This design comes from an exercise in tuning for small area on the open sky130 flow, not from production work. Only simulation tests tie the RTL to the original design; equivalence was not proved. Power is estimated from default activity; no workload was simulated.

--- flow/run.sh ---
#!/bin/bash
# synth_recipe.tcl (not shown) runs the flow's synth.tcl, then flattens the netlist and writes it again
# the make line also repeats each setting of config.mk as NAME=value (left out here)
make -C /OpenROAD-flow-scripts/flow DESIGN_CONFIG=/design/flow/config.mk WORK_HOME=/design/flow/orfs CLKGATE_MAP_FILE= SYNTH_SCRIPT=/design/flow/synth_recipe.tcl finish
--- flow/design.v ---
`timescale 1ns / 1ps
module color_find #(
    parameter DISPLAY_W = 640,
    parameter DISPLAY_H = 480
) (
    input clk,
    input reset,
    input [9:0] x_pixel,
    input [9:0] y_pixel,
    input [3:0] R,
    input [3:0] G,
    input [3:0] B,
    output logic [1:0] USER
);
    localparam N = 22;   
    wire is_red, is_blue;
    color_cls u_cls (
        .r3(R[3]), .r2(R[2]), .r1(R[1]), .r0(R[0]),
        .g3(G[3]), .g2(G[2]), .g1(G[1]), .g0(G[0]),
        .b3(B[3]), .b2(B[2]), .b1(B[1]), .b0(B[0]),
        .red(is_red), .blue(is_blue)
    );
    wire latch_pt = (x_pixel == DISPLAY_W) && (y_pixel == DISPLAY_H);
    wire clear_pt = (x_pixel == 0) && (y_pixel == 0);
    wire upper    = (y_pixel < (DISPLAY_H >> 1));
    wire en_b = is_blue & ~latch_pt;
    wire en_r = is_red & ~latch_pt;
    reg [N-1:0] cnt_b, cnt_r;   
    function automatic [N-1:0] step(input [N-1:0] c, input en, input dn);
        reg t;
        integer i;
        begin
            t = en;
            for (i = 0; i < N; i = i + 1) begin
                step[i] = c[i] ^ t;
                t = t & (c[i] ^ dn);
            end
        end
    endfunction
    always_ff @(posedge clk, posedge reset) begin
        if (reset) begin
            cnt_b <= 0;
            cnt_r <= 0;
        end else if (clear_pt & ~latch_pt) begin
            cnt_b <= 0;
            cnt_r <= 0;
        end else begin
            cnt_b <= step(cnt_b, en_b, upper);
            cnt_r <= step(cnt_r, en_r, upper);
        end
    end
    always_ff @(posedge clk) begin
        if (latch_pt & ~reset) USER <= {cnt_r[N-1], cnt_b[N-1]};
    end
endmodule
module color_cls (input r3, r2, r1, r0, g3, g2, g1, g0, b3, b2, b1, b0, output red, blue);
  wire new_n15, new_n16, new_n17, new_n18, new_n19, new_n20, new_n21,     new_n22, new_n23, new_n24, new_n25, new_n26, new_n27, new_n28, new_n29,     new_n30, new_n31, new_n32, new_n33, new_n34, new_n35, new_n36, new_n37,     new_n38, new_n39, new_n40, new_n41, new_n42, new_n43, new_n44, new_n45,     new_n46, new_n47, new_n48, new_n49, new_n50, new_n51, new_n52, new_n53,     new_n54, new_n55, new_n56, new_n57, new_n58, new_n59, new_n60, new_n61,     new_n62, new_n63, new_n64, new_n65, new_n66, new_n67, new_n68, new_n69,     new_n70, new_n71, new_n72, new_n73, new_n74, new_n75, new_n76, new_n77,     new_n78, new_n79, new_n80, new_n81, new_n82, new_n83, new_n84, new_n85,     new_n86, new_n87, new_n88, new_n89, new_n90, new_n91, new_n92, new_n93,     new_n94, new_n95, new_n96, new_n97, new_n98, new_n99, new_n100,     new_n101, new_n102, new_n103, new_n104, new_n105, new_n106, new_n107,     new_n108, new_n109, new_n110, new_n111, new_n112, new_n113, new_n114,     new_n115, new_n116, new_n117, new_n118, new_n119, new_n120, new_n121,     new_n122, new_n123, new_n124, new_n125, new_n126, new_n127, new_n128,     new_n129, new_n130, new_n131, new_n132, new_n133, new_n134, new_n135,     new_n136, new_n137, new_n138, new_n139, new_n140, new_n141, new_n142,     new_n143, new_n144, new_n145, new_n146, new_n147, new_n148, new_n149,     new_n150, new_n151, new_n152, new_n153, new_n154, new_n155, new_n156,     new_n157, new_n158, new_n159, new_n160, new_n161, new_n162, new_n163,     new_n164, new_n165, new_n166, new_n167, new_n168, new_n169, new_n170,     new_n171, new_n172, new_n173, new_n174, new_n175, new_n176, new_n177,     new_n178, new_n179, new_n180, new_n181, new_n182, new_n183, new_n184,     new_n185, new_n186, new_n187, new_n188, new_n189, new_n190, new_n191,     new_n192, new_n193, new_n194, new_n195, new_n196, new_n197, new_n198,     new_n199, new_n200, new_n201, new_n202, new_n203, new_n204, new_n205,     new_n206, new_n207, new_n208, new_n209, new_n210, new_n211, new_n212,     new_n213, new_n214, new_n215, new_n216, new_n217, new_n218, new_n219,     new_n220, new_n221, new_n222, new_n223, new_n224, new_n225, new_n226,     new_n227, new_n228, new_n229, new_n230, new_n231, new_n232, new_n233,     new_n234, new_n235, new_n237, new_n238, new_n239, new_n240, new_n241,     new_n242, new_n243, new_n244, new_n245, new_n246, new_n247, new_n248,     new_n249, new_n250, new_n251, new_n252, new_n253, new_n254, new_n255,     new_n256, new_n257, new_n258, new_n259, new_n260, new_n261, new_n262,     new_n263, new_n264, new_n265, new_n266, new_n267, new_n268, new_n269,     new_n270, new_n271, new_n272, new_n273, new_n274, new_n275, new_n276,     new_n277, new_n278, new_n279, new_n280, new_n281, new_n282, new_n283,     new_n284, new_n285, new_n286, new_n287, new_n288, new_n289, new_n290,     new_n291, new_n292, new_n293, new_n294, new_n295, new_n296, new_n297,     new_n298, new_n299, new_n300, new_n301, new_n302, new_n303, new_n304,     new_n305, new_n306, new_n307, new_n308, new_n309, new_n310, new_n311,     new_n312, new_n313, new_n314, new_n315, new_n316, new_n317, new_n318,     new_n319, new_n320, new_n321, new_n322, new_n323, new_n324, new_n325,     new_n326, new_n327, new_n328, new_n329, new_n330, new_n331, new_n332,     new_n333, new_n334, new_n335, new_n336, new_n337, new_n338, new_n339,     new_n340, new_n341, new_n342, new_n343, new_n344, new_n345, new_n346,     new_n347, new_n348, new_n349;
  assign new_n15 = (~(g3));
  assign new_n16 = (~(b0));
  assign new_n17 = (~(r0)&~(new_n16));
  assign new_n18 = (~(new_n17));
  assign new_n19 = (~(g0)&~(new_n18));
  assign new_n20 = (~(b1));
  assign new_n21 = (~(g0)&~(new_n16));
  assign new_n22 = (~(g0));
  assign new_n23 = (~(b0)&~(new_n22));
  assign new_n24 = (~(new_n21)&~(new_n23));
  assign new_n25 = (~(new_n24));
  assign new_n26 = (~(new_n20)&~(new_n25));
  assign new_n27 = (~(new_n26)) | (~(new_n18));
  assign new_n28 = (~(new_n22)&~(g1)) | (~(b1)&~(g1));
  assign new_n29 = (~(new_n27)) | (~(new_n28));
  assign new_n30 = (~(new_n19)&~(new_n29));
  assign new_n31 = (~(r0)&~(new_n22));
  assign new_n32 = (~(g1)&~(new_n31));
  assign new_n33 = (~(g1));
  assign new_n34 = (~(r0));
  assign new_n35 = (~(g0)&~(new_n34));
  assign new_n36 = (~(new_n33)&~(new_n35));
  assign new_n37 = (~(new_n32)&~(new_n36));
  assign new_n38 = (~(new_n37));
  assign new_n39 = (~(r1));
  assign new_n40 = (~(new_n38)) | (~(new_n39));
  assign new_n41 = (~(new_n23)&~(new_n40));
  assign new_n42 = (~(new_n31));
  assign new_n43 = (~(new_n33)&~(new_n42));
  assign new_n44 = (~(new_n39)&~(new_n43));
  assign new_n45 = (~(new_n44));
  assign new_n46 = (~(new_n32)&~(new_n45));
  assign new_n47 = (~(new_n46));
  assign new_n48 = (~(new_n31)) | (~(b1)) | (~(b0));
  assign new_n49 = (~(new_n48)) | (~(new_n33));
  assign new_n50 = (~(new_n42)&~(new_n49));
  assign new_n51 = (~(new_n50));
  assign new_n52 = (~(new_n35));
  assign new_n53 = (~(b1)&~(new_n52));
  assign new_n54 = (~(new_n53));
  assign new_n55 = (~(new_n33)&~(new_n31));
  assign new_n56 = (~(b1)&~(new_n21));
  assign new_n57 = (~(new_n23));
  assign new_n58 = (~(new_n55)) | (~(new_n56)) | (~(new_n57));
  assign new_n59 = (~(new_n36));
  assign new_n60 = (~(new_n58)&~(new_n39)) | (~(new_n59)&~(new_n39));
  assign new_n61 = (~(new_n51)&~(new_n60)) | (~(new_n33)&~(new_n60)) | (~(new_n54)&~(new_n60));
  assign new_n62 = (~(new_n18)&~(new_n61)) | (~(new_n26)&~(new_n61));
  assign new_n63 = (~(new_n47)&~(new_n62));
  assign new_n64 = (~(new_n30)&~(new_n63)) | (~(new_n41)&~(new_n63));
  assign new_n65 = (~(g2));
  assign new_n66 = (~(new_n15)&~(new_n64)) | (~(new_n65));
  assign new_n67 = (~(new_n56));
  assign new_n68 = (~(g1)&~(new_n35));
  assign new_n69 = (~(new_n68)&~(new_n39)) | (~(new_n42)&~(new_n39));
  assign new_n70 = (~(b1)&~(new_n57));
  assign new_n71 = (~(new_n70));
  assign new_n72 = (~(new_n33)&~(new_n71));
  assign new_n73 = (~(new_n72));
  assign new_n74 = (~(r0)&~(new_n73));
  assign new_n75 = (~(r1)&~(new_n74));
  assign new_n76 = (~(new_n67)&~(new_n69)&~(new_n75)) | (~(new_n15));
  assign new_n77 = (~(g1)&~(g0)&~(new_n67));
  assign new_n78 = (~(new_n77)) | (~(new_n69));
  assign new_n79 = (~(new_n15)&~(new_n65));
  assign new_n80 = (~(r3));
  assign new_n81 = (~(new_n78)&~(new_n80)) | (~(new_n79)&~(new_n80));
  assign new_n82 = (~(r1)&~(g3));
  assign new_n83 = (~(new_n82));
  assign new_n84 = (~(b0)&~(new_n34));
  assign new_n85 = (~(b1)&~(new_n17)&~(new_n84));
  assign new_n86 = (~(new_n85));
  assign new_n87 = (~(new_n83)&~(new_n59)&~(new_n86));
  assign new_n88 = (~(new_n20)&~(new_n84));
  assign new_n89 = (~(new_n88));
  assign new_n90 = (~(new_n17)&~(new_n89));
  assign new_n91 = (~(new_n21)) | (~(b1));
  assign new_n92 = (~(g1)&~(new_n91));
  assign new_n93 = (~(new_n90));
  assign new_n94 = (~(new_n92)&~(new_n93));
  assign new_n95 = (~(new_n32)&~(new_n94));
  assign new_n96 = (~(r1)&~(new_n95));
  assign new_n97 = (~(new_n44)&~(new_n96)) | (~(new_n44)&~(new_n85)) | (~(new_n90)&~(new_n96)) | (~(new_n90)&~(new_n85));
  assign new_n98 = (~(new_n15)&~(new_n97));
  assign new_n99 = (~(new_n87)&~(new_n98)) | (~(new_n65));
  assign new_n100 = (~(g3)&~(new_n65));
  assign new_n101 = (~(new_n100));
  assign new_n102 = (~(new_n86)&~(new_n101)) | (~(new_n39)&~(new_n101));
  assign new_n103 = (~(new_n39)&~(new_n94)) | (~(new_n102));
  assign new_n104 = (~(new_n99)) | (~(new_n103));
  assign new_n105 = (~(r2));
  assign new_n106 = ((new_n66)&(new_n76)&(new_n81)) | ((new_n104)&(new_n105));
  assign new_n107 = (~(r2)&~(new_n80));
  assign new_n108 = (~(new_n107));
  assign new_n109 = (~(new_n106)) | (~(b2)) | (~(new_n108));
  assign new_n110 = (~(g3)&~(new_n64));
  assign new_n111 = (~(new_n110)) | (~(g2));
  assign new_n112 = (~(new_n21)&~(g1)) | (~(new_n20)&~(g1));
  assign new_n113 = (~(new_n112));
  assign new_n114 = (~(b1)&~(new_n113)) | (~(new_n23)&~(new_n113));
  assign new_n115 = (~(new_n32)&~(new_n114));
  assign new_n116 = (~(new_n115)) | (~(new_n39)) | (~(new_n33)) | (~(new_n67));
  assign new_n117 = (~(new_n77)&~(new_n15)) | (~(r1)&~(new_n15));
  assign new_n118 = (~(new_n116)) | (~(new_n117));
  assign new_n119 = (~(new_n76)) | (~(new_n65)) | (~(new_n118));
  assign new_n120 = (~(new_n111)&~(new_n108)) | (~(new_n119)&~(new_n108));
  assign new_n121 = (~(new_n56)&~(new_n33)) | (~(new_n57)&~(new_n33));
  assign new_n122 = (~(new_n91));
  assign new_n123 = (~(new_n122)&~(g1)) | (~(r0)&~(g1));
  assign new_n124 = (~(new_n55)&~(new_n121)&~(new_n123)) | (~(r1));
  assign new_n125 = (~(new_n58)) | (~(new_n39));
  assign new_n126 = (~(new_n31)&~(r1)) | (~(g1)&~(r1)) | (~(b1)&~(r1));
  assign new_n127 = (~(g3)&~(new_n126)&~(new_n69));
  assign new_n128 = (~(new_n124)&~(new_n127)) | (~(g3)&~(new_n127)) | (~(new_n125)&~(new_n127));
  assign new_n129 = (~(new_n89)) | (~(new_n39));
  assign new_n130 = (~(new_n16)&~(new_n52));
  assign new_n131 = (~(new_n129)) | (~(g3)) | (~(new_n28)) | (~(new_n130));
  assign new_n132 = (~(g2)&~(new_n131)) | (~(new_n80));
  assign new_n133 = (~(new_n74));
  assign new_n134 = (~(new_n39)&~(new_n101)&~(new_n133));
  assign new_n135 = (~(new_n132)&~(new_n134)) | (~(r2));
  assign new_n136 = (~(new_n20)&~(new_n26)) | (~(new_n130)&~(new_n26));
  assign new_n137 = (~(new_n136));
  assign new_n138 = (~(new_n123)) | (~(new_n67));
  assign new_n139 = (~(new_n33)&~(new_n137)) | (~(new_n39)) | (~(new_n138));
  assign new_n140 = (~(new_n33)&~(new_n122));
  assign new_n141 = (~(new_n140));
  assign new_n142 = (~(new_n56)&~(new_n141));
  assign new_n143 = (~(new_n33)&~(new_n142)) | (~(new_n56)&~(new_n142));
  assign new_n144 = ((new_n39)) | ((new_n143));
  assign new_n145 = (~(new_n36)&~(new_n139)) | (~(new_n144));
  assign new_n146 = (~(g2)&~(new_n80));
  assign new_n147 = (~(new_n146));
  assign new_n148 = (~(new_n31)&~(new_n35));
  assign new_n149 = (~(new_n148));
  assign new_n150 = (~(new_n83)&~(new_n149)&~(new_n141));
  assign new_n151 = (~(new_n145)&~(new_n147)&~(new_n150)) | (~(g3)&~(new_n147)&~(new_n150));
  assign new_n152 = (~(r3)&~(new_n135)&~(new_n151)) | (~(new_n128)&~(new_n135)&~(new_n151)) | (~(g2)&~(new_n135)&~(new_n151));
  assign new_n153 = (~(b2));
  assign new_n154 = (~(new_n120)&~(new_n152)) | (~(new_n153));
  assign new_n155 = (~(new_n143)) | (~(new_n39)) | (~(new_n58));
  assign new_n156 = (~(new_n20)&~(new_n19));
  assign new_n157 = (~(new_n113)&~(new_n156));
  assign new_n158 = (~(new_n140)&~(new_n157)) | (~(new_n71)&~(new_n157));
  assign new_n159 = (~(new_n158)) | (~(r1));
  assign new_n160 = (~(r1)&~(new_n36));
  assign new_n161 = (~(new_n160));
  assign new_n162 = (~(new_n48)&~(new_n161));
  assign new_n163 = (~(new_n162)) | (~(g3));
  assign new_n164 = (~(new_n163));
  assign new_n165 = (~(new_n155)&~(new_n164)) | (~(new_n159)&~(new_n164)) | (~(new_n15)&~(new_n164));
  assign new_n166 = (~(r1)&~(new_n92));
  assign new_n167 = (~(new_n29)) | (~(new_n33));
  assign new_n168 = (~(new_n166)&~(new_n167));
  assign new_n169 = (~(new_n67)) | (~(new_n55));
  assign new_n170 = (~(g3)&~(new_n147));
  assign new_n171 = (~(new_n169)&~(new_n40)) | (~(new_n170));
  assign new_n172 = (~(new_n15)&~(new_n147)&~(new_n168)) | (~(new_n171));
  assign new_n173 = (~(new_n161)&~(new_n93));
  assign new_n174 = (~(new_n173));
  assign new_n175 = (~(r1)&~(new_n53));
  assign new_n176 = (~(new_n25)&~(new_n143));
  assign new_n177 = (~(new_n176)) | (~(new_n59));
  assign new_n178 = (~(new_n175)&~(new_n177)) | (~(new_n114)&~(new_n174));
  assign new_n179 = (~(new_n101)&~(new_n46));
  assign new_n180 = (~(new_n79));
  assign new_n181 = (~(new_n34)&~(new_n71));
  assign new_n182 = (~(new_n181)&~(r1)) | (~(g1)&~(r1));
  assign new_n183 = ((new_n73)) | ((new_n182));
  assign new_n184 = (~(new_n180)&~(new_n183)) | (~(new_n80));
  assign new_n185 = (~(new_n178)&~(new_n110)&~(new_n184)) | (~(new_n178)&~(new_n65)&~(new_n184)) | (~(new_n179)&~(new_n110)&~(new_n184)) | (~(new_n179)&~(new_n65)&~(new_n184));
  assign new_n186 = (~(r3)&~(new_n172)&~(new_n185)) | (~(g2)&~(new_n172)&~(new_n185)) | (~(new_n165)&~(new_n172)&~(new_n185));
  assign new_n187 = (~(g2)&~(new_n74));
  assign new_n188 = (~(new_n130)&~(new_n65)) | (~(new_n28)&~(new_n65));
  assign new_n189 = (~(r3)&~(g3));
  assign new_n190 = (~(new_n189)) | (~(r1));
  assign new_n191 = (~(new_n43));
  assign new_n192 = (~(new_n144)) | (~(new_n15));
  assign new_n193 = (~(new_n192));
  assign new_n194 = (~(new_n39)&~(new_n34));
  assign new_n195 = (~(new_n194));
  assign new_n196 = (~(new_n72)&~(new_n168)&~(new_n15)) | (~(new_n72)&~(new_n24)&~(new_n15)) | (~(new_n195)&~(new_n168)&~(new_n15)) | (~(new_n195)&~(new_n24)&~(new_n15));
  assign new_n197 = (~(new_n193)&~(new_n196)) | (~(new_n139)&~(new_n196));
  assign new_n198 = (~(new_n191)&~(new_n83)) | (~(g2)) | (~(new_n197));
  assign new_n199 = (~(g2)&~(new_n128)) | (~(new_n198));
  assign new_n200 = (~(new_n199)) | (~(r3));
  assign new_n201 = (~(new_n187)&~(new_n188)&~(new_n190)) | (~(new_n105)) | (~(new_n200));
  assign new_n202 = (~(new_n105)&~(new_n186)) | (~(b2)) | (~(new_n201));
  assign new_n203 = (~(new_n191)&~(new_n70)&~(new_n137));
  assign new_n204 = (~(new_n142)&~(new_n203)) | (~(r1));
  assign new_n205 = (~(new_n33)&~(new_n70));
  assign new_n206 = (~(new_n205)&~(new_n15)&~(new_n114)) | (~(new_n39)&~(new_n15)&~(new_n114)) | (~(new_n91)&~(new_n15)&~(new_n114));
  assign new_n207 = (~(new_n124)) | (~(new_n125));
  assign new_n208 = (~(g3)&~(new_n207)) | (~(new_n80));
  assign new_n209 = (~(new_n204)&~(new_n208)) | (~(new_n206)&~(new_n208));
  assign new_n210 = (~(new_n95)) | (~(new_n39));
  assign new_n211 = (~(new_n203)) | (~(r1));
  assign new_n212 = (~(new_n158)&~(new_n210)&~(new_n176)) | (~(new_n211));
  assign new_n213 = (~(new_n137)&~(r1)&~(new_n92)) | (~(new_n33)&~(r1)&~(new_n92));
  assign new_n214 = (~(new_n60)&~(new_n213)&~(new_n192)) | (~(r3));
  assign new_n215 = (~(new_n212)&~(new_n214)) | (~(g3)&~(new_n214));
  assign new_n216 = (~(new_n141)) | (~(new_n67));
  assign new_n217 = (~(r3)&~(g2));
  assign new_n218 = (~(new_n170)&~(new_n197)&~(new_n105)) | (~(new_n170)&~(new_n217)&~(new_n105)) | (~(new_n216)&~(new_n197)&~(new_n105)) | (~(new_n216)&~(new_n217)&~(new_n105));
  assign new_n219 = (~(new_n65)&~(new_n209)&~(new_n215)) | (~(new_n218));
  assign new_n220 = (~(new_n195)&~(new_n177)) | (~(new_n33)&~(new_n174)) | (~(new_n15));
  assign new_n221 = (~(new_n183)&~(g2)) | (~(g3)&~(g2));
  assign new_n222 = (~(new_n114));
  assign new_n223 = (~(new_n222)) | (~(new_n51));
  assign new_n224 = (~(new_n180)&~(new_n205)&~(new_n223)&~(new_n182));
  assign new_n225 = (~(new_n220)&~(new_n224)) | (~(new_n221)&~(new_n224));
  assign new_n226 = (~(new_n182)) | (~(new_n115));
  assign new_n227 = (~(g1)&~(new_n181));
  assign new_n228 = (~(new_n39)&~(new_n227));
  assign new_n229 = (~(new_n121));
  assign new_n230 = (~(new_n228)&~(new_n15)) | (~(new_n229)&~(new_n15));
  assign new_n231 = (~(new_n142)&~(new_n226)) | (~(new_n230));
  assign new_n232 = (~(new_n165)&~(new_n80)) | (~(new_n65)&~(new_n80));
  assign new_n233 = (~(new_n101)&~(new_n168)) | (~(new_n65)&~(new_n231)) | (~(new_n232));
  assign new_n234 = (~(r3)&~(new_n225)) | (~(new_n105)) | (~(new_n233));
  assign new_n235 = (~(new_n219)&~(b3)) | (~(new_n153)&~(b3)) | (~(new_n234)&~(b3));
  assign red = (~(new_n109)&~(new_n202)) | (~(new_n109)&~(new_n235)) | (~(b3)&~(new_n202)) | (~(new_n154)&~(new_n202)) | (~(b3)&~(new_n235)) | (~(new_n154)&~(new_n235));
  assign new_n237 = (~(new_n168)) | (~(new_n84));
  assign new_n238 = (~(new_n189)) | (~(g2));
  assign new_n239 = (~(new_n36)&~(new_n175)) | (~(new_n80));
  assign new_n240 = (~(new_n176)) | (~(new_n79)) | (~(new_n239));
  assign new_n241 = (~(new_n141)) | (~(new_n67)) | (~(new_n38)) | (~(new_n69));
  assign new_n242 = (~(new_n122)&~(new_n149));
  assign new_n243 = (~(new_n242)) | (~(new_n39)) | (~(new_n33)) | (~(new_n67));
  assign new_n244 = (~(new_n173)&~(new_n15)) | (~(new_n222)&~(new_n15));
  assign new_n245 = (~(new_n241)&~(new_n244)) | (~(new_n15)&~(new_n244)) | (~(new_n243)&~(new_n244));
  assign new_n246 = (~(new_n245)) | (~(new_n146));
  assign new_n247 = (~(new_n55)&~(new_n121));
  assign new_n248 = (~(new_n247)) | (~(new_n49));
  assign new_n249 = (~(new_n59)&~(new_n89)) | (~(new_n248));
  assign new_n250 = (~(new_n249)) | (~(r1));
  assign new_n251 = (~(r1)&~(new_n16)&~(new_n167)) | (~(new_n250));
  assign new_n252 = (~(new_n193)) | (~(new_n217)) | (~(new_n251));
  assign new_n253 = (~(new_n237)&~(new_n238)) | (~(new_n240)) | (~(new_n246)) | (~(new_n252));
  assign new_n254 = (~(new_n39)&~(new_n89));
  assign new_n255 = (~(new_n254)) | (~(new_n33)) | (~(new_n148));
  assign new_n256 = (~(g3)&~(new_n255)) | (~(new_n131));
  assign new_n257 = (~(new_n39)&~(new_n133));
  assign new_n258 = (~(new_n162)&~(new_n257)) | (~(new_n189));
  assign new_n259 = (~(new_n32)&~(new_n44));
  assign new_n260 = (~(new_n80)&~(new_n259)) | (~(g3)) | (~(new_n176));
  assign new_n261 = (~(new_n258)) | (~(new_n260));
  assign new_n262 = (~(new_n217)&~(new_n261)) | (~(new_n217)&~(g2)) | (~(new_n256)&~(new_n261)) | (~(new_n256)&~(g2));
  assign new_n263 = (~(g1)&~(new_n242));
  assign new_n264 = (~(new_n263)) | (~(new_n51));
  assign new_n265 = (~(new_n37)&~(new_n216)&~(new_n264));
  assign new_n266 = (~(new_n39)&~(new_n265)) | (~(new_n40)) | (~(new_n170)) | (~(new_n129));
  assign new_n267 = (~(new_n262)&~(new_n105)) | (~(new_n266)&~(new_n105));
  assign new_n268 = (~(new_n105)&~(b3)&~(new_n267)) | (~(new_n253)&~(b3)&~(new_n267));
  assign new_n269 = (~(r1)&~(new_n249));
  assign new_n270 = (~(new_n92)&~(new_n69)&~(new_n269));
  assign new_n271 = (~(new_n67)&~(new_n149));
  assign new_n272 = (~(new_n271));
  assign new_n273 = (~(new_n272)&~(new_n68)) | (~(g1)&~(new_n68));
  assign new_n274 = (~(r1)&~(new_n273)) | (~(new_n61));
  assign new_n275 = (~(new_n274)&~(g2)) | (~(new_n15)&~(g2));
  assign new_n276 = (~(new_n229)) | (~(new_n160));
  assign new_n277 = (~(new_n28)&~(new_n276)) | (~(g3));
  assign new_n278 = ((new_n275)&(new_n277)) | ((new_n100)&(new_n270)) | ((new_n80));
  assign new_n279 = (~(new_n228)&~(new_n39)) | (~(new_n228)&~(new_n90)) | (~(new_n20)&~(new_n39)) | (~(new_n84)&~(new_n39)) | (~(new_n20)&~(new_n90)) | (~(new_n84)&~(new_n90));
  assign new_n280 = (~(new_n45)) | (~(new_n15));
  assign new_n281 = (~(new_n280)&~(new_n96)) | (~(new_n15)&~(new_n173));
  assign new_n282 = (~(g2)&~(new_n281)) | (~(new_n101)&~(new_n279)) | (~(new_n80));
  assign new_n283 = (~(b3));
  assign new_n284 = (~(new_n227)) | (~(new_n54));
  assign new_n285 = (~(new_n272)) | (~(new_n36)) | (~(new_n89));
  assign new_n286 = (~(r1)&~(new_n32));
  assign new_n287 = (~(new_n284)&~(new_n285)) | (~(new_n284)&~(new_n286)) | (~(r1)&~(new_n285)) | (~(new_n169)&~(new_n285)) | (~(r1)&~(new_n286)) | (~(new_n169)&~(new_n286));
  assign new_n288 = (~(new_n39)&~(new_n58)) | ((new_n287));
  assign new_n289 = (~(new_n284)) | (~(new_n33));
  assign new_n290 = (~(new_n289)&~(g3)) | (~(new_n39)&~(g3));
  assign new_n291 = (~(new_n223)) | (~(new_n52)) | (~(new_n126));
  assign new_n292 = (~(new_n19)&~(new_n37)) | (~(new_n254));
  assign new_n293 = (~(r1)&~(new_n138)) | (~(new_n292));
  assign new_n294 = (~(new_n291)&~(new_n15)) | (~(new_n293)&~(new_n15));
  assign new_n295 = (~(new_n250)&~(new_n294)) | (~(new_n290)&~(new_n294));
  assign new_n296 = (~(new_n288)&~(new_n295)&~(r3)) | (~(new_n288)&~(new_n65)&~(r3)) | (~(new_n100)&~(new_n295)&~(r3)) | (~(new_n100)&~(new_n65)&~(r3));
  assign new_n297 = (~(new_n126)) | (~(new_n52));
  assign new_n298 = (~(new_n297)&~(new_n50));
  assign new_n299 = (~(new_n85)) | (~(r1));
  assign new_n300 = (~(new_n299)&~(new_n47)) | (~(new_n59)&~(new_n47)) | (~(new_n58)&~(new_n47));
  assign new_n301 = (~(new_n298)&~(new_n300)) | (~(new_n15));
  assign new_n302 = (~(new_n255)&~(g2)) | (~(g3)&~(g2));
  assign new_n303 = (~(new_n33)&~(new_n70)&~(new_n149));
  assign new_n304 = (~(new_n93)&~(new_n166)) | (~(new_n39)&~(new_n166));
  assign new_n305 = (~(new_n39)&~(new_n273)) | (~(new_n303)&~(new_n304));
  assign new_n306 = (~(new_n257)) | (~(g3));
  assign new_n307 = (~(g3)&~(new_n305)) | (~(new_n306));
  assign new_n308 = (~(new_n301)&~(new_n307)&~(new_n80)) | (~(new_n301)&~(g2)&~(new_n80)) | (~(new_n302)&~(new_n307)&~(new_n80)) | (~(new_n302)&~(g2)&~(new_n80));
  assign new_n309 = (~(new_n105)&~(new_n296)&~(new_n308));
  assign new_n310 = (~(new_n105)&~(new_n283)&~(new_n309)) | (~(new_n278)&~(new_n283)&~(new_n309)) | (~(new_n282)&~(new_n283)&~(new_n309));
  assign new_n311 = (~(new_n237)&~(g2)) | (~(g3)&~(g2));
  assign new_n312 = (~(g3)&~(new_n270)) | (~(new_n311));
  assign new_n313 = (~(new_n276)&~(new_n30)) | (~(new_n39)&~(new_n248));
  assign new_n314 = (~(new_n313)) | (~(new_n100));
  assign new_n315 = (~(new_n312)&~(new_n105)) | (~(new_n314)&~(new_n105));
  assign new_n316 = (~(new_n291)&~(new_n65)) | (~(new_n293)&~(new_n65));
  assign new_n317 = (~(g2)&~(new_n46)&~(new_n287));
  assign new_n318 = (~(r2)&~(g3)&~(new_n316)&~(new_n317)) | (~(new_n283));
  assign new_n319 = (~(g3)&~(new_n259)) | (~(new_n65)) | (~(new_n299));
  assign new_n320 = (~(g3)&~(new_n299)) | (~(g2)) | (~(new_n131));
  assign new_n321 = (~(new_n319)) | (~(new_n105)) | (~(new_n320));
  assign new_n322 = (~(new_n321)) | (~(b3));
  assign new_n323 = (~(new_n15)&~(new_n279));
  assign new_n324 = (~(new_n15)&~(g2)&~(new_n82)&~(new_n323)) | (~(new_n289)&~(g2)&~(new_n82)&~(new_n323));
  assign new_n325 = (~(g2)&~(new_n105)&~(new_n324)) | (~(new_n281)&~(new_n105)&~(new_n324));
  assign new_n326 = (~(new_n322)&~(new_n325)) | (~(new_n315)&~(new_n318));
  assign new_n327 = (~(new_n326)) | (~(new_n80));
  assign new_n328 = (~(g1)&~(new_n54)) | (~(new_n75));
  assign new_n329 = (~(new_n328)) | (~(new_n15));
  assign new_n330 = (~(new_n133)) | (~(new_n36));
  assign new_n331 = (~(new_n330)&~(new_n39)) | (~(new_n264)&~(new_n39));
  assign new_n332 = (~(new_n270)) | (~(g3)) | (~(new_n129));
  assign new_n333 = (~(new_n329)&~(new_n331)) | (~(new_n65)) | (~(new_n332));
  assign new_n334 = (~(new_n92)&~(new_n180)) | (~(new_n39)&~(new_n180));
  assign new_n335 = (~(new_n274)&~(new_n105)&~(new_n334)) | (~(new_n100)&~(new_n105)&~(new_n334));
  assign new_n336 = (~(new_n65)&~(new_n295));
  assign new_n337 = (~(r2)&~(new_n336));
  assign new_n338 = (~(new_n82)&~(new_n287)) | (~(new_n82)&~(g3)) | (~(new_n249)&~(new_n287)) | (~(new_n249)&~(g3));
  assign new_n339 = (~(new_n338)) | (~(new_n65));
  assign new_n340 = (~(new_n333)&~(new_n337)) | (~(new_n333)&~(new_n339)) | (~(new_n335)&~(new_n337)) | (~(new_n335)&~(new_n339));
  assign new_n341 = (~(new_n164)&~(new_n307)) | (~(new_n65));
  assign new_n342 = (~(new_n256)&~(r2)) | (~(g2)&~(r2));
  assign new_n343 = (~(new_n341)) | (~(new_n342));
  assign new_n344 = (~(new_n245)) | (~(g2));
  assign new_n345 = (~(new_n47)) | (~(new_n15)) | (~(new_n65)) | (~(new_n40));
  assign new_n346 = (~(new_n344)&~(b3)) | (~(r2)&~(b3)) | (~(new_n345)&~(b3));
  assign new_n347 = (~(new_n343)&~(new_n80)) | (~(new_n346)&~(new_n80));
  assign new_n348 = (~(new_n283)&~(new_n340)) | (~(new_n347));
  assign new_n349 = (~(new_n327)) | (~(b2)) | (~(new_n348));
  assign blue = (~(b2)&~(new_n268)&~(new_n310)) | (~(new_n349));
endmodule
--- flow/constraint.sdc ---
create_clock -name core_clock -period 160.0 [get_ports {clk}]
set_input_delay 32.0000 -clock core_clock [delete_from_list [all_inputs] [get_ports {clk}]]
set_output_delay 32.0000 -clock core_clock [all_outputs]
set_load 0.01 [all_outputs]
--- flow/config.mk ---
export PLATFORM = sky130hd
export DESIGN_NAME = color_find
export DESIGN_NICKNAME = color_find
export VERILOG_FILES = /design/flow/design.v
export SDC_FILE = /design/flow/constraint.sdc
export NUM_CORES = 4
export LEC_CHECK = 0
export ABC_AREA = 1
export CAP_MARGIN = 20
export CORE_MARGIN = 2
export CORE_UTILIZATION = 40
export SLEW_MARGIN = 20
==> flow_summary.rst <==
.. list-table::
   :header-rows: 1

   * - Metric
     - Value
   * - Result of the run
     - complete, no violations
   * - HPWL after detailed placement
     - 12,300 um
   * - Share of the yosys chip area belonging to registers
     - 0.240
   * - # nets final
     - 882
   * - Most instantiated flip-flop cell in the synthesis netlist
     - dfrtp_1
   * - Number of clock sinks
     - 46
   * - Actual transition at the worst max-transition pin
     - 952 ps
   * - First DRT Iteration DRCs
     - 575
   * - Filler cell count
     - 1,293
   * - Startpoint class of the critical path
     - primary input
   * - Skew final
     - 7.94 ps
   * - Number of buffers created by CTS
     - 5
   * - Grt total ovfl
     - 0
   * - Final Slew Violations
     - 0
   * - Number of I/O port buffers
     - 35
   * - List of cells traversed by the critical path
     - clkdlybuf4s50_1 -> inv_2 -> a21oi_1 -> inv_1 -> nor2_1 -> nor2_1 -> nand2_1 -> nand3_1 -> nand2_1 -> a21oi_1 -> a21oi_1 -> nand2_1 -> nand2_1 -> nand4_2 -> nor3_2 -> nand4_1 -> nor2_2 -> nand4_1 -> nand2_1 -> nand2_1 -> nor2_1
   * - Top-area cell type share of the netlist area
     - 0.228
   * - Number of warning messages in the yosys log
     - 1
   * - H-tree level count
     - 2
   * - Placeable core area
     - 0.0119 sq mm
   * - Overall fraction of global-route tracks in use
     - 0.252
   * - Synth Area in Simple Gates
     - 0.465
   * - Synthesized flop and latch total
     - 46
   * - Hold buffer count at CTS
     - 0
   * - Total via count after detailed routing
     - 5,511
   * - Wire length of the first global-routing pass
     - 25,900 um
   * - Multiplexer fraction of the synthesized cell area
     - 0
   * - Wire length per cell
     - 16.3 um
   * - Worst min path class
     - flop to flop
   * - Area taken by multi-input logic gates
     - 0.00319 sq mm
   * - Async set or reset register ratio after synthesis
     - 0.957
   * - Max Freq
     - 27.6 MHz
   * - Dominant cell type by count on the critical path
     - nand2_1
   * - Area grow syn2layout
     - 11.8%
   * - Worst setup EP type
     - flop
   * - Fin Hold WS
     - 455 ps
   * - Latest clock arrival within the worst-skew pair
     - 290 ps
   * - Number of antenna-violating nets in the routed design
     - 0
   * - Ratio of cells with drive above 1 in the final layout
     - 0.0724
   * - Crit path DAT
     - 36,380 ps
   * - Pin count of the biggest net entering global routing
     - 45
   * - Top-level port count
     - 36
   * - Count of TritonRoute iterations in the first routing pass
     - 5
   * - Unrepaired setup endpoints after global routing
     - no
   * - Synth Net Count
     - 864
   * - Cell row count
     - 40
   * - Relative slew margins
     - 0.363
   * - Die height
     - 114 um
   * - Via density per instance
     - 5.57
   * - GPL Wtd Cong
     - 1.02
   * - Worst EP required
     - 160,210 ps
   * - Deepest clock path buffer count
     - 2
   * - Slowest cell on the critical path
     - clkdlybuf4s50_1
   * - Summed negative setup slack over all endpoints
     - 0 ps
   * - CTS clk-pin slew, worst paths
     - 60 ps
   * - Cells taking the most area after synthesis
     - dfrtp_1 (23%), nand2_1 (19%), nand3_1 (9.2%)
   * - Diode count
     - 0
   * - Clock root buffer
     - clkbuf_16
   * - Final critical delay including setup and external delays
     - 36,170 ps
   * - Pwr per Cell Area
     - 7.28 mW/mm^2
   * - Setup violation total in the final timing report
     - 0
   * - Storage cell area
     - 0.00116 sq mm
   * - Max capacitance violation total
     - 0
   * - Dominant combinational cell family by area after synthesis
     - simple AND/OR/NAND/NOR gates
   * - Starting utilization of the core area
     - 0.406
   * - Period utilisation layout
     - 0.226
   * - Largest fanout on the critical path
     - 31
   * - Post-synthesis compound-gate area fraction
     - 0.168
   * - Post-route setup slack
     - 123,830 ps
   * - TritonCTS clock tree
     - yes
   * - Post-synthesis average cell area
     - 5.86 sq um
   * - Post-synth top area cell
     - dfrtp_1
   * - Post-cts resize count
     - 0
   * - Static leakage power
     - 2.72 nW
   * - Width of the die
     - 114 um
   * - Cells after synthesis
     - 825
   * - Post-synth design cell area
     - 0.00484 sq mm
   * - Post-CTS setup buffer count
     - 0
   * - Delay-heaviest family, CP
     - simple AND/OR/NAND/NOR gates
   * - Commonest non-fill, non-tap cell in the layout
     - nand2_1
   * - Post-synthesis cell type count
     - 47
   * - Commonest cells after routing, fill and taps aside
     - nand2_1 (241), nor2_1 (97), nand3_1 (89)
   * - DRC Markers
     - 0
   * - Max IR drop VDD
     - 5.52 uV
   * - Final wirelength
     - 16,200 um
   * - Area share of xor/xnor cells in the synthesized design
     - 0.0127
   * - Delay of the slowest cell on the worst path
     - 1060 ps
   * - Path type of the worst setup path
     - primary input to flop
   * - DIE AREA
     - 0.0130 sq mm
   * - Number of hold-slack violations in the final timing report
     - 0
   * - Area share of fa/ha/maj cells after synthesis
     - 0.0129
   * - Place WS
     - 123,610 ps
   * - Number of antenna violations at the first check in global routing
     - 0
   * - Number of buffers and inverters on the critical path
     - 3
   * - Post-synth EDFFs
     - 2
   * - Vias in the first global route
     - 5,093
-- synth_stat cells, types with 2 or more instances --
| cell type | instances |
|---|---|
| nand2_1 | 241 |
| nor2_1 | 97 |
| nand3_1 | 89 |
| inv_1 | 83 |
| o21ai_0 | 58 |
| a21oi_1 | 56 |
| dfrtp_1 | 44 |
| nand4_1 | 15 |
| clkbuf_1 | 13 |
| buf_2 | 11 |
| nor3_1 | 9 |
| a31oi_1 | 8 |
| nand2_2 | 8 |
| inv_2 | 7 |
| o21ai_1 | 7 |
| nor2_2 | 6 |
| nor2_4 | 6 |
| or2_2 | 6 |
| ha_1 | 5 |
| o211ai_1 | 5 |
| o21a_1 | 5 |
| xor2_1 | 5 |
| nand3_2 | 4 |
| nor4_1 | 3 |
| a21boi_0 | 2 |
| a21o_1 | 2 |
| buf_4 | 2 |
| edfxtp_1 | 2 |
| nand2_4 | 2 |
| nand4_4 | 2 |
| nor3b_1 | 2 |
| o21ai_2 | 2 |
| o22ai_1 | 2 |
| o31ai_1 | 2 |
| xnor2_1 | 2 |
-- metrics by stage --
step | cell area (sq um) | std cells | total power [W] | util
global placement | 5270 | 983 | 0.0000294 | 0.443
detailed placement | 5270 | 983 | 0.0000296 | 0.443
finish | 5410 | 990 | 0.0000394 | 0.454
global route | 5410 | 990 | 0.0000423 | 0.454
CTS | 5410 | 990 | 0.0000396 | 0.454
floorplan | 4840 | 825 | 0.0000256 | -
-- cell families after synthesis --
family / count (synthesis)
AOI/OAI and AO/OA: 150
xor gates and xnor gates: 7
adders and majority gates: 5
buffers and inverters: 121
DFF: 46
and+or+nand+nor: 496
-- worst register-to-register path, cell delays in order (launching register included) --
cell,delay (ps)
dfrtp_1,400
nor2_1,130
inv_1,50
o21ai_0,410
nand4_4,230
nor2_8,210
nand4_4,130
nor2_4,200
nand2_2,90
nor2_2,120
nand2_1,60
nand2_1,50
nor2_1,50
-- routing by layer --
metal / vias to the layer above / share of wire / track usage
li1: 2735 / - / -
met1: 2504 / 0.48 / 0.372
met2: 238 / 0.42 / 0.371
met3: 34 / 0.078 / 0.0531
met4: 0 / 0.022 / 0.0667
met5: - / 0 / 0
-- sequential cells by signal (all words and copies together), names as in the netlist --
name   cells
USER       2
cnt_b     22
cnt_r     22
-- where the power goes --
group,total [W],leakage (nW),internal [W],switching (W)
combinational,0.0000144,2.15,0.00000485,0.00000951
sequential,0.0000152,0.508,0.0000137,0.00000152
clock,0.00000979,0.0694,0.00000564,0.00000415
-- final timing paths --
path                                 from        end  cells past startpoint  slack (ps)
worst max-delay path                 R[1]  cnt_b[21]                     21      123830
worst min-delay path            cnt_b[21]    USER[0]                      0         460
max in group asynchronous           reset   cnt_b[9]                      3      127390
worst max register to register   cnt_r[0]  cnt_r[20]                     12      157750
min in group asynchronous           reset   cnt_r[9]                      3       32210
worst min register to register  cnt_b[21]    USER[0]                      0         460
-- layout make-up --
type,count,area share
inverters,93,0.0659
repair buffers,39,0.0703
multi-input cells,658,0.590
well taps,147,0.0340
clock buffers,5,0.0231
clock inverters,2,0.00185
flip-flops and latches,46,0.215

-- static timing again, ports no longer ideal --
The flow's constraints put no driver on any port. The routed layout listed below was extracted and timed again, unchanged, in two steps.
Step 1: set_driving_cell puts a clkbuf_16 on clk and a buf_2 on each other input, an assumption about the parent block.
Step 2 also shifts input and output timing later by t, the mid clock arrival at the registers, as if the neighbouring blocks saw the same clock.
Slacks: ideal / step 1 / step 2; pairs: ideal / step 1.
t, ns: 0.319
slack for setup (ns): 123.829 / 123.843 / 123.524
slew at the worst register clock pin (ns): 0.07 / 0.07
After both steps setup and hold are still met in this run. The setup slack of this run moves by +0.014 ns with the drivers and by -0.305 ns with both steps.
